Context: an optimization exercise on an open-source flow, tuned for small area and a short achievable clock period. The choices shown serve that exercise and are no tape-out recipe. In this exercise RTL edits were held to simulation tests only and were not proved equivalent to the original.

==> exp/violet: inputs <==
// cpu
module cpu(
    input rst_n, clk,
    input [31:0] imem_insn,
    output [31:0] imem_addr,
    output [31:0] trace_instruction, trace_rd_value,
    output [11:0] trace_imm,
    output [4:0] trace_rd, trace_rs1, trace_rs2
);
clock: 5.0 ns
lec_check: 0
cap_margin: 20
core_margin: 2
core_utilization: 60
cts_cluster_diameter: 80
cts_cluster_size: 20
setup_slack_margin: 2.3
slew_margin: 20
synth_hierarchical: 1
synth_minimum_keep_size: 0
run.sh (not shown) runs the stock make flow with config.mk's settings and CLKGATE_MAP_FILE= SYNTH_SCRIPT=/design/flow/synth_recipe.tcl, a recipe that flattens the netlist after the stock synthesis.
==> exp/yarrow (differences from exp/violet) <==
--- a/flow/design.v
+++ b/flow/design.v
@@ -219,36 +219,34 @@
     wire        fill = sra_q & a[31];
     wire [31:0] r0, r1, r2, r3, r4;      
     wire [31:0] q0, q1, q2, q3, q4;      
     wire [31:0] shv_n = r4, shl_n = q4;
     generate for (gi = 0; gi < 32; gi = gi + 1) begin : g_sh
         if (gi + 1 < 32) begin : r0m cm_mux2i u(.a0(a[gi]), .a1(a[gi+1]), .s(sh_q[0]), .y(r0[gi])); end
         else begin : r0f cm_mux2i u(.a0(a[gi]), .a1(fill), .s(sh_q[0]), .y(r0[gi])); end
+        if (gi >= 1) begin : q0m cm_mux2i u(.a0(a[gi]), .a1(a[gi-1]), .s(sh_q[0]), .y(q0[gi])); end
+        else begin : q0f assign q0[gi] = ~(~sh_q[0] & a[gi]); end
         if (gi + 2 < 32) begin : r1m cm_mux2i u(.a0(r0[gi]), .a1(r0[gi+2]), .s(sh_q[1]), .y(r1[gi])); end
         else begin : r1f cm_mux2i u(.a0(r0[gi]), .a1(fill_n), .s(sh_q[1]), .y(r1[gi])); end
+        if (gi >= 2) begin : q1m cm_mux2i u(.a0(q0[gi]), .a1(q0[gi-2]), .s(sh_q[1]), .y(q1[gi])); end
+        else begin : q1f assign q1[gi] = ~(sh_q[1] | q0[gi]); end
         if (gi + 4 < 32) begin : r2m cm_mux2i u(.a0(r1[gi]), .a1(r1[gi+4]), .s(sh_q[2]), .y(r2[gi])); end
         else begin : r2f cm_mux2i u(.a0(r1[gi]), .a1(fill), .s(sh_q[2]), .y(r2[gi])); end
+        if (gi >= 4) begin : q2m cm_mux2i u(.a0(q1[gi]), .a1(q1[gi-4]), .s(sh_q[2]), .y(q2[gi])); end
+        else begin : q2f assign q2[gi] = ~(~sh_q[2] & q1[gi]); end
         if (gi + 8 < 32) begin : r3m cm_mux2i u(.a0(r2[gi]), .a1(r2[gi+8]), .s(sh_q[3]), .y(r3[gi])); end
         else begin : r3f cm_mux2i u(.a0(r2[gi]), .a1(fill_n), .s(sh_q[3]), .y(r3[gi])); end
+        if (gi >= 8) begin : q3m cm_mux2i u(.a0(q2[gi]), .a1(q2[gi-8]), .s(sh_q[3]), .y(q3[gi])); end
+        else begin : q3f assign q3[gi] = ~(sh_q[3] | q2[gi]); end
         if (gi + 16 < 32) begin : r4m cm_mux2i u(.a0(r3[gi]), .a1(r3[gi+16]), .s(sh_q[4]), .y(r4[gi])); end
         else begin : r4f cm_mux2i u(.a0(r3[gi]), .a1(fill), .s(sh_q[4]), .y(r4[gi])); end
+        if (gi >= 16) begin : q4m cm_mux2i u(.a0(q3[gi]), .a1(q3[gi-16]), .s(sh_q[4]), .y(q4[gi])); end
+        else begin : q4f assign q4[gi] = ~(~sh_q[4] & q3[gi]); end
     end endgenerate
     wire fill_n = ~fill;
-    generate for (gi = 0; gi < 32; gi = gi + 1) begin : g_shl
-        if (gi >= 16) begin : q0m cm_mux2i u(.a0(a[gi]), .a1(a[gi-16]), .s(sh_q[4]), .y(q0[gi])); end
-        else begin : q0f assign q0[gi] = ~(~sh_q[4] & a[gi]); end
-        if (gi >= 8) begin : q1m cm_mux2i u(.a0(q0[gi]), .a1(q0[gi-8]), .s(sh_q[3]), .y(q1[gi])); end
-        else begin : q1f assign q1[gi] = ~(sh_q[3] | q0[gi]); end
-        if (gi >= 4) begin : q2m cm_mux2i u(.a0(q1[gi]), .a1(q1[gi-4]), .s(sh_q[2]), .y(q2[gi])); end
-        else begin : q2f assign q2[gi] = ~(~sh_q[2] & q1[gi]); end
-        if (gi >= 2) begin : q3m cm_mux2i u(.a0(q2[gi]), .a1(q2[gi-2]), .s(sh_q[1]), .y(q3[gi])); end
-        else begin : q3f assign q3[gi] = ~(sh_q[1] | q2[gi]); end
-        if (gi >= 1) begin : q4m cm_mux2i u(.a0(q3[gi]), .a1(q3[gi-1]), .s(sh_q[0]), .y(q4[gi])); end
-        else begin : q4f assign q4[gi] = ~(~sh_q[0] & q3[gi]); end
-    end endgenerate
     wire [31:0] lg = ({32{sel_q[4]}} & (a ^ bx)) | ({32{sel_q[6]}} & (a | bx))
                    | ({32{sel_q[7]}} & (a & bx));
     wire [31:0] e0_n = ~(lg | ({32{sel_q[0]}} &  p));
     wire [31:0] e1_n = ~(lg | ({32{sel_q[0]}} & ~p));
     wire srl_n = ~sel_q[5];
     wire sll_n = ~sel_q[1];
     wire [31:0] m, s, res_n, res, fa_n, fb_n, a_d, bt;
Settings changed: SETUP_SLACK_MARGIN 2.3 to 2.6.
==> exp/raven (differences from exp/violet) <==
--- a/flow/design.v
+++ b/flow/design.v
@@ -219,36 +219,34 @@
     wire        fill = sra_q & a[31];
     wire [31:0] r0, r1, r2, r3, r4;      
     wire [31:0] q0, q1, q2, q3, q4;      
     wire [31:0] shv_n = r4, shl_n = q4;
     generate for (gi = 0; gi < 32; gi = gi + 1) begin : g_sh
         if (gi + 1 < 32) begin : r0m cm_mux2i u(.a0(a[gi]), .a1(a[gi+1]), .s(sh_q[0]), .y(r0[gi])); end
         else begin : r0f cm_mux2i u(.a0(a[gi]), .a1(fill), .s(sh_q[0]), .y(r0[gi])); end
+        if (gi >= 1) begin : q0m cm_mux2i u(.a0(a[gi]), .a1(a[gi-1]), .s(sh_q[0]), .y(q0[gi])); end
+        else begin : q0f assign q0[gi] = ~(~sh_q[0] & a[gi]); end
         if (gi + 2 < 32) begin : r1m cm_mux2i u(.a0(r0[gi]), .a1(r0[gi+2]), .s(sh_q[1]), .y(r1[gi])); end
         else begin : r1f cm_mux2i u(.a0(r0[gi]), .a1(fill_n), .s(sh_q[1]), .y(r1[gi])); end
+        if (gi >= 2) begin : q1m cm_mux2i u(.a0(q0[gi]), .a1(q0[gi-2]), .s(sh_q[1]), .y(q1[gi])); end
+        else begin : q1f assign q1[gi] = ~(sh_q[1] | q0[gi]); end
         if (gi + 4 < 32) begin : r2m cm_mux2i u(.a0(r1[gi]), .a1(r1[gi+4]), .s(sh_q[2]), .y(r2[gi])); end
         else begin : r2f cm_mux2i u(.a0(r1[gi]), .a1(fill), .s(sh_q[2]), .y(r2[gi])); end
+        if (gi >= 4) begin : q2m cm_mux2i u(.a0(q1[gi]), .a1(q1[gi-4]), .s(sh_q[2]), .y(q2[gi])); end
+        else begin : q2f assign q2[gi] = ~(~sh_q[2] & q1[gi]); end
         if (gi + 8 < 32) begin : r3m cm_mux2i u(.a0(r2[gi]), .a1(r2[gi+8]), .s(sh_q[3]), .y(r3[gi])); end
         else begin : r3f cm_mux2i u(.a0(r2[gi]), .a1(fill_n), .s(sh_q[3]), .y(r3[gi])); end
+        if (gi >= 8) begin : q3m cm_mux2i u(.a0(q2[gi]), .a1(q2[gi-8]), .s(sh_q[3]), .y(q3[gi])); end
+        else begin : q3f assign q3[gi] = ~(sh_q[3] | q2[gi]); end
         if (gi + 16 < 32) begin : r4m cm_mux2i u(.a0(r3[gi]), .a1(r3[gi+16]), .s(sh_q[4]), .y(r4[gi])); end
         else begin : r4f cm_mux2i u(.a0(r3[gi]), .a1(fill), .s(sh_q[4]), .y(r4[gi])); end
+        if (gi >= 16) begin : q4m cm_mux2i u(.a0(q3[gi]), .a1(q3[gi-16]), .s(sh_q[4]), .y(q4[gi])); end
+        else begin : q4f assign q4[gi] = ~(~sh_q[4] & q3[gi]); end
     end endgenerate
     wire fill_n = ~fill;
-    generate for (gi = 0; gi < 32; gi = gi + 1) begin : g_shl
-        if (gi >= 16) begin : q0m cm_mux2i u(.a0(a[gi]), .a1(a[gi-16]), .s(sh_q[4]), .y(q0[gi])); end
-        else begin : q0f assign q0[gi] = ~(~sh_q[4] & a[gi]); end
-        if (gi >= 8) begin : q1m cm_mux2i u(.a0(q0[gi]), .a1(q0[gi-8]), .s(sh_q[3]), .y(q1[gi])); end
-        else begin : q1f assign q1[gi] = ~(sh_q[3] | q0[gi]); end
-        if (gi >= 4) begin : q2m cm_mux2i u(.a0(q1[gi]), .a1(q1[gi-4]), .s(sh_q[2]), .y(q2[gi])); end
-        else begin : q2f assign q2[gi] = ~(~sh_q[2] & q1[gi]); end
-        if (gi >= 2) begin : q3m cm_mux2i u(.a0(q2[gi]), .a1(q2[gi-2]), .s(sh_q[1]), .y(q3[gi])); end
-        else begin : q3f assign q3[gi] = ~(sh_q[1] | q2[gi]); end
-        if (gi >= 1) begin : q4m cm_mux2i u(.a0(q3[gi]), .a1(q3[gi-1]), .s(sh_q[0]), .y(q4[gi])); end
-        else begin : q4f assign q4[gi] = ~(~sh_q[0] & q3[gi]); end
-    end endgenerate
     wire [31:0] lg = ({32{sel_q[4]}} & (a ^ bx)) | ({32{sel_q[6]}} & (a | bx))
                    | ({32{sel_q[7]}} & (a & bx));
     wire [31:0] e0_n = ~(lg | ({32{sel_q[0]}} &  p));
     wire [31:0] e1_n = ~(lg | ({32{sel_q[0]}} & ~p));
     wire srl_n = ~sel_q[5];
     wire sll_n = ~sel_q[1];
     wire [31:0] m, s, res_n, res, fa_n, fb_n, a_d, bt;
Settings changed: SETUP_SLACK_MARGIN 2.3 to 2.45.
==> impl_metrics.csv <==
group,metric,value,unit
status,status,"timing/DRC/antenna clean",
global_routing,gr-usage-all-layers,0.429,
drt,drtIter0Drc,9893,
global_routing,grtUsageMet3,0.143,
power_and_ir_drop,totalPowerFinal,0.0257,W
critical_path,crit_cells,11,
final_layout,mostFrequentLayoutCells,"edfxtp_1, a222oi_1, mux2i_1",
critical_path,critPathArrivalTime,3380,ps
# the run above: exp/violet

==> impl_metrics.csv <==
group,metric,value,unit
critical_path,path_max_fanout,8,
global_routing,gr-usage-all-layers,0.420,
power_and_ir_drop,totalPowerFinal,0.0259,W
critical_path,crit_cells,12,
status,status,"timing/DRC/antenna clean",
critical_path,critPathArrivalTime,3280,ps
final_layout,mostFrequentLayoutCells,"edfxtp_1, a222oi_1, nor2_1",
global_routing,grtUsageMet3,0.121,
drt,drtIter0Drc,9699,
# the run above: exp/yarrow

==> impl_metrics.csv <==
group,metric,value,unit
status,status,"timing/DRC/antenna clean",
drt,drtIter0Drc,9392,
power_and_ir_drop,totalPowerFinal,0.0254,W
global_routing,gr-usage-all-layers,0.413,
global_routing,grtUsageMet3,0.122,
final_layout,mostFrequentLayoutCells,"edfxtp_1, a222oi_1, nor2_1",
critical_path,crit_cells,12,
placement,placement.io_buffers,154,
# the run above: exp/raven

## separate check: timing with driven ports
Ports are ideal in the flow. The routed layouts listed here were re-timed in OpenROAD. Step 1 assumes that a clkbuf_16 drives the clock port and a buf_2 every other input. Step 2 also shifts input and output timing later by t, the mid clock arrival at the registers, as if the neighbouring blocks saw the same clock. Slacks: ideal ports / drivers / drivers and shift; pairs: ideal ports / drivers.
| run | t, ns | setup WS [ns] | hold slack, ns | worst setup path at the end | pins driven straight from the clock port |
|---|---|---|---|---|---|
| exp/violet | 0.768 | 2.192 / 2.192 / 1.956 | 0.328 / 0.328 / 0.328 | input to register | 1 |
| exp/yarrow | 0.753 | 2.303 / 2.303 / 1.999 | 0.332 / 0.332 / 0.332 | input to register | 1 |
| exp/raven | 0.764 | 2.327 / 2.327 / 1.944 | 0.334 / 0.334 / 0.334 | input to register | 1 |
After both steps setup and hold are still met in every run listed. For exp/raven, which loses most, drivers alone change the setup slack by 0.000 ns; drivers and shift together by -0.383 ns.
